From an optimization exercise on the open Yosys and OpenROAD flow, aimed at small area; shortcuts taken in it are not production practice.
In this exercise RTL edits were held to simulation tests only and were not proved equivalent to the original.
Power and IR drop assume default switching activity.

## harbor
## ALU
module ALU #(parameter w = 8) (
    clk, rst, CE, IN_valid, MODE, CMD, OPA, OPB, Cin,
    ERR, RES, OF, COUT, G, L, E);
For scale: roughly 680 cells after synthesis, roughly 64 flip-flops, about 6100 um^2 of cells after synthesis.
export LEC_CHECK = 0
export CAP_MARGIN = 20
export CORE_MARGIN = 2
export CORE_UTILIZATION = 60
export CTS_BUF_LIST = sky130_fd_sc_hd__clkbuf_4 sky130_fd_sc_hd__clkbuf_8
export SLEW_MARGIN = 20
export SYNTH_HIERARCHICAL = 1
create_clock -name core_clock -period 6.0 [get_ports {clk}]
standard.sh (not shown) runs the stock make flow with config.mk's settings and CLKGATE_MAP_FILE= SYNTH_SCRIPT=/design/flow/synth_recipe.tcl, a recipe that flattens the netlist after the stock synthesis.
==> flow/flow/run.sh <==
#!/bin/bash
# Layout flow: the standard layout (standard.sh, all ORFS steps from
# synthesis to finish) with one change: the buffers that the flow puts on
# every input and output port are buf_1 cells, not the resizer's default
# choice. The full output of the run goes to standard.log in this folder;
# ORFS keeps each step's own log under orfs/logs/.
set -euo pipefail
bash standard.sh "BUFFER_PORTS_ARGS=-buffer_cell sky130_fd_sc_hd__buf_1" finish > standard.log 2>&1
harbor: done, clean on timing, DRC and antenna
Input-level comparison between fjord and harbor:
- swapping 60 for 75 in CORE_UTILIZATION
==> flow/flow/run.sh <==
#!/bin/bash
# Layout flow: the standard layout (standard.sh, all ORFS steps from
# synthesis to finish) with two changes: the buffers that the flow puts on
# every input and output port are buf_1 cells, not the resizer's default
# choice, and clock tree synthesis adds no dummy loads to balance the tree.
# The full output of the run goes to standard.log in this folder; ORFS keeps
# each step's own log under orfs/logs/.
set -euo pipefail
bash standard.sh \
  "BUFFER_PORTS_ARGS=-buffer_cell sky130_fd_sc_hd__buf_1" \
  "CTS_ARGS=-sink_clustering_enable -repair_clock_nets -buf_list {sky130_fd_sc_hd__clkbuf_4 sky130_fd_sc_hd__clkbuf_8} -dont_use_dummy_load" \
  finish > standard.log 2>&1
## What came out
- Diff harbor -> fjord: wire length on met3 has increased; final clock period utilization by the worst path saw a decrease; number of design-rule violations left by the first detailed-router iteration climbed 36%; leakage power saw a decrease; time the worst path needs with I/O delays and setup shrank by 22 ps.
- Looking at detailed-route wire length across both flows, fjord is the weaker of the two, with harbor ahead.
- fjord ends up with lower final-layout clock buffer total than harbor does.
- The switching power in fjord sits about 4.7% below the value recorded for harbor.
- Diff harbor -> fjord: number of cells in the finished layout apart from fillers lower; placeable core area lower.
Inputs modified between fjord and garnet:
- CORE_UTILIZATION changed from 75 to 60
- GPL_TIMING_DRIVEN newly set to 0
==> flow/flow/run.sh <==
#!/bin/bash
# Layout flow: the standard layout (standard.sh: ORFS from synthesis to
# finish) with these changes:
#  - synthesis maps the logic with an area-oriented ABC script (deepsyn, then
#    area mapping) instead of ORFS's delay-oriented one. Only the final abc
#    call of ORFS's synthesis is changed: its -script argument is replaced.
#    Everything else, registers included, is the standard synthesis
#    (synth_recipe.tcl).
#  - the buffers that the flow puts on every input and output port are buf_1
#    cells, not the resizer's default choice;
#  - clock tree synthesis adds no dummy loads to balance the tree.
# The full output of the run goes to standard.log in this folder; ORFS keeps
# each step's own log under orfs/logs/.
set -euo pipefail
W=$(pwd)
printf '%s\n' '&get -n' '&st' '&deepsyn -T 10' '&put' 'dch' 'map -a' 'topo' 'stime -c' > "$W/abc_area_deep.script"
cat > "$W/own_synth.tcl" <<EOT
proc abc {args} {
  set i [lsearch -exact \$args -script]
  if {\$i >= 0} { lset args [expr {\$i + 1}] {$W/abc_area_deep.script} }
  yosys abc {*}\$args
}
source {$W/synth_recipe.tcl}
EOT
bash standard.sh \
  "SYNTH_SCRIPT=$W/own_synth.tcl" \
  "BUFFER_PORTS_ARGS=-buffer_cell sky130_fd_sc_hd__buf_1" \
  "CTS_ARGS=-sink_clustering_enable -repair_clock_nets -buf_list {sky130_fd_sc_hd__clkbuf_4 sky130_fd_sc_hd__clkbuf_8} -dont_use_dummy_load" \
  finish > standard.log 2>&1
- Taking fjord as the reference, in garnet power drawn by the clock network shows a reduction of about 4%; sequential cell area share rose by 0.59 points; post-route core utilization fell by 14 points; register-to-register path setup slack moved down; ratio of final minimum period to clock period went up by 2.2 points.
- Diff fjord -> garnet: height of the chip picked up an extra about 7%, overall power picked up an extra about 46%, number of rows in the core area picked up an extra about 9%, sequential power picked up an extra 9.4%, critical path data required time lost 30 ps.
- The higher number of standard cells in the layout, taps in and fillers out came out of garnet.
### garnet -> quartz
- removing GPL_TIMING_DRIVEN (formerly 0)
==> flow/run.sh (new file) <==
#!/bin/bash
# synth_recipe.tcl (not shown) runs the flow's synth.tcl, then flattens the netlist and writes it again
# the make line also repeats each setting of config.mk as NAME=value (left out here)
make -C /OpenROAD-flow-scripts/flow DESIGN_CONFIG=/design/flow/config.mk WORK_HOME=/design/flow/orfs CLKGATE_MAP_FILE= SYNTH_SCRIPT=/design/flow/synth_recipe.tcl finish
removed: flow/flow/run.sh
removed: flow/standard.sh
--- outcome ---
Compared to garnet, quartz has count of nets after finishing 33 lower. Lower fraction of area in multi-input gates was reported by quartz, not garnet. quartz vs. garnet: post-route total power went down by about 27%. Between quartz and garnet, the worst hold slack figures differ only marginally. Taking garnet as the reference, in quartz synthesized netlist cell count went up by 8; remaining global-route overflow closely matched the old numbers; fmax higher; power drawn by the combinational cells down 53%; non-clock buffering overhead in the final layout increased by 4.6 points relative to the old numbers.
diff inputs: quartz => raven
==> flow/flow/run.sh (new file) <==
#!/bin/bash
# Layout flow: the standard layout (standard.sh, all ORFS steps from
# synthesis to finish) with two changes: the buffers that the flow puts on
# every input and output port are buf_1 cells, not the resizer's default
# choice, clock tree synthesis adds no dummy loads to balance the tree, and after
# global routing the resizer downsizes cells on paths with slack to spare
# (RECOVER_POWER).
# The full output of the run goes to standard.log in this folder; ORFS keeps
# each step's own log under orfs/logs/.
set -euo pipefail
bash standard.sh \
  "BUFFER_PORTS_ARGS=-buffer_cell sky130_fd_sc_hd__buf_1" \
  "CTS_ARGS=-sink_clustering_enable -repair_clock_nets -buf_list {sky130_fd_sc_hd__clkbuf_4 sky130_fd_sc_hd__clkbuf_8} -dont_use_dummy_load" \
  "RECOVER_POWER=100" \
  finish > standard.log 2>&1
==> flow/standard.sh (new file) <==
#!/bin/bash
# synth_recipe.tcl (not shown) runs the flow's synth.tcl, then flattens the netlist and writes it again
# the make line also repeats each setting of config.mk as NAME=value (left out here)
make -C /OpenROAD-flow-scripts/flow DESIGN_CONFIG=/design/flow/config.mk WORK_HOME=/design/flow/orfs CLKGATE_MAP_FILE= SYNTH_SCRIPT=/design/flow/synth_recipe.tcl "${@:-finish}"
removed: flow/run.sh
### Flow results
- Completing all stages was not enough for raven: its layout failed the final checks because of max-capacitance violations, max-slew violations.
- raven vs. quartz: proportion of cell area occupied by registers went up by 1.3 points.
- quartz reports its beginning of the critical path as aq2 while raven reports A[4].
- On minimum hold slack, quartz and raven are basically level.
- Looking only at utilization, and setting everything else aside, the lower value of quartz and raven goes to raven.
- Higher met1 usage in global routing was reported by raven, not quartz.
- Non-clock inverter instance count of the final layout delta (raven -> quartz): insignificant
- The lower fraction of the cycle the final worst path needs came out of quartz.
The following lists how nickel was set up differently from raven:
==> flow/flow/run.sh <==
#!/bin/bash
# Layout flow: the standard layout (standard.sh: ORFS from synthesis to
# finish) with these changes:
#  - synthesis maps the logic with an area-oriented ABC script (deepsyn, then
#    area mapping) instead of ORFS's delay-oriented one. Only the final abc
#    call of ORFS's synthesis is changed: its -script argument is replaced.
#    Everything else, registers included, is the standard synthesis
#    (synth_recipe.tcl).
#  - the buffers that the flow puts on every input and output port are buf_1
#    cells, not the resizer's default choice;
#  - clock tree synthesis adds no dummy loads to balance the tree and
#    clusters up to 16 flip-flops (within 100 um) per leaf buffer.
# The full output of the run goes to standard.log in this folder; ORFS keeps
# each step's own log under orfs/logs/.
set -euo pipefail
W=$(pwd)
printf '%s\n' '&get -n' '&st' '&deepsyn -T 10' '&put' 'dch' 'map -a' 'topo' 'stime -c' > "$W/abc_area_deep.script"
cat > "$W/own_synth.tcl" <<EOT
proc abc {args} {
  set i [lsearch -exact \$args -script]
  if {\$i >= 0} { lset args [expr {\$i + 1}] {$W/abc_area_deep.script} }
  yosys abc {*}\$args
}
source {$W/synth_recipe.tcl}
EOT
bash standard.sh \
  "SYNTH_SCRIPT=$W/own_synth.tcl" \
  "BUFFER_PORTS_ARGS=-buffer_cell sky130_fd_sc_hd__buf_1" \
  "CTS_ARGS=-sink_clustering_enable -repair_clock_nets -buf_list {sky130_fd_sc_hd__clkbuf_4 sky130_fd_sc_hd__clkbuf_8} -dont_use_dummy_load -sink_clustering_size 16 -sink_clustering_max_diameter 100" \
  finish > standard.log 2>&1
Results
Sort raven and nickel by number of multi-input logic gates desc -> top: raven. nickel: PASS, flow complete, no timing, DRC or antenna violations. Detailed placement HPWL sits higher in nickel than in raven. Fmax delta (nickel -> raven): insignificant. Wire length on met3 is higher on nickel. Final cell count delta for nickel relative to raven: about 3% higher. Register area: raven vs nickel, no meaningful difference. Between raven and nickel, the difference in clock latency on the worst-skew pair is negligible. nickel gives more via count than raven did. Wire length (nickel over raven): decrease, about 2%. Depth of the worst register-to-register path, nickel vs raven: up by a few percent.

-- re-timing with driven ports --
Ports are ideal in the flow. The routed layouts listed here were re-timed in OpenROAD.
Step 1 (the two cells are an assumption about what drives the block):
set clk [get_ports {clk}]
set_driving_cell -lib_cell sky130_fd_sc_hd__clkbuf_16 $clk
set_driving_cell -lib_cell sky130_fd_sc_hd__buf_2 [delete_from_list [all_inputs] $clk]
Step 2 times the ports against the registers' clock, not the clock port: input delays grow and output delays shrink by t, the midpoint of the rising clock arrivals with the driver on.
Three values: ideal, step 1, step 2; two values: the first two.
| run | t (ns) | setup slack, ns | worst hold slack (ns) | latest minus earliest clock arrival (ns) |
|---|---|---|---|---|
| harbor | 0.380 | 0.361 / 0.361 / 0.361 | 0.483 / 0.483 / 0.483 | 0.013 / 0.013 |
| fjord | 0.369 | 0.383 / 0.383 / 0.383 | 0.487 / 0.487 / 0.487 | 0.021 / 0.020 |
| garnet | 0.360 | 0.249 / 0.249 / 0.249 | 0.479 / 0.479 / 0.479 | 0.025 / 0.025 |
| quartz | 0.390 | 0.364 / 0.364 / 0.364 | 0.479 / 0.479 / 0.479 | 0.007 / 0.007 |
| raven | 0.373 | 0.354 / 0.354 / 0.354 | 0.477 / 0.477 / 0.477 | 0.018 / 0.018 |
| nickel | 0.357 | 0.352 / 0.352 / 0.352 | 0.479 / 0.479 / 0.479 | 0.035 / 0.034 |
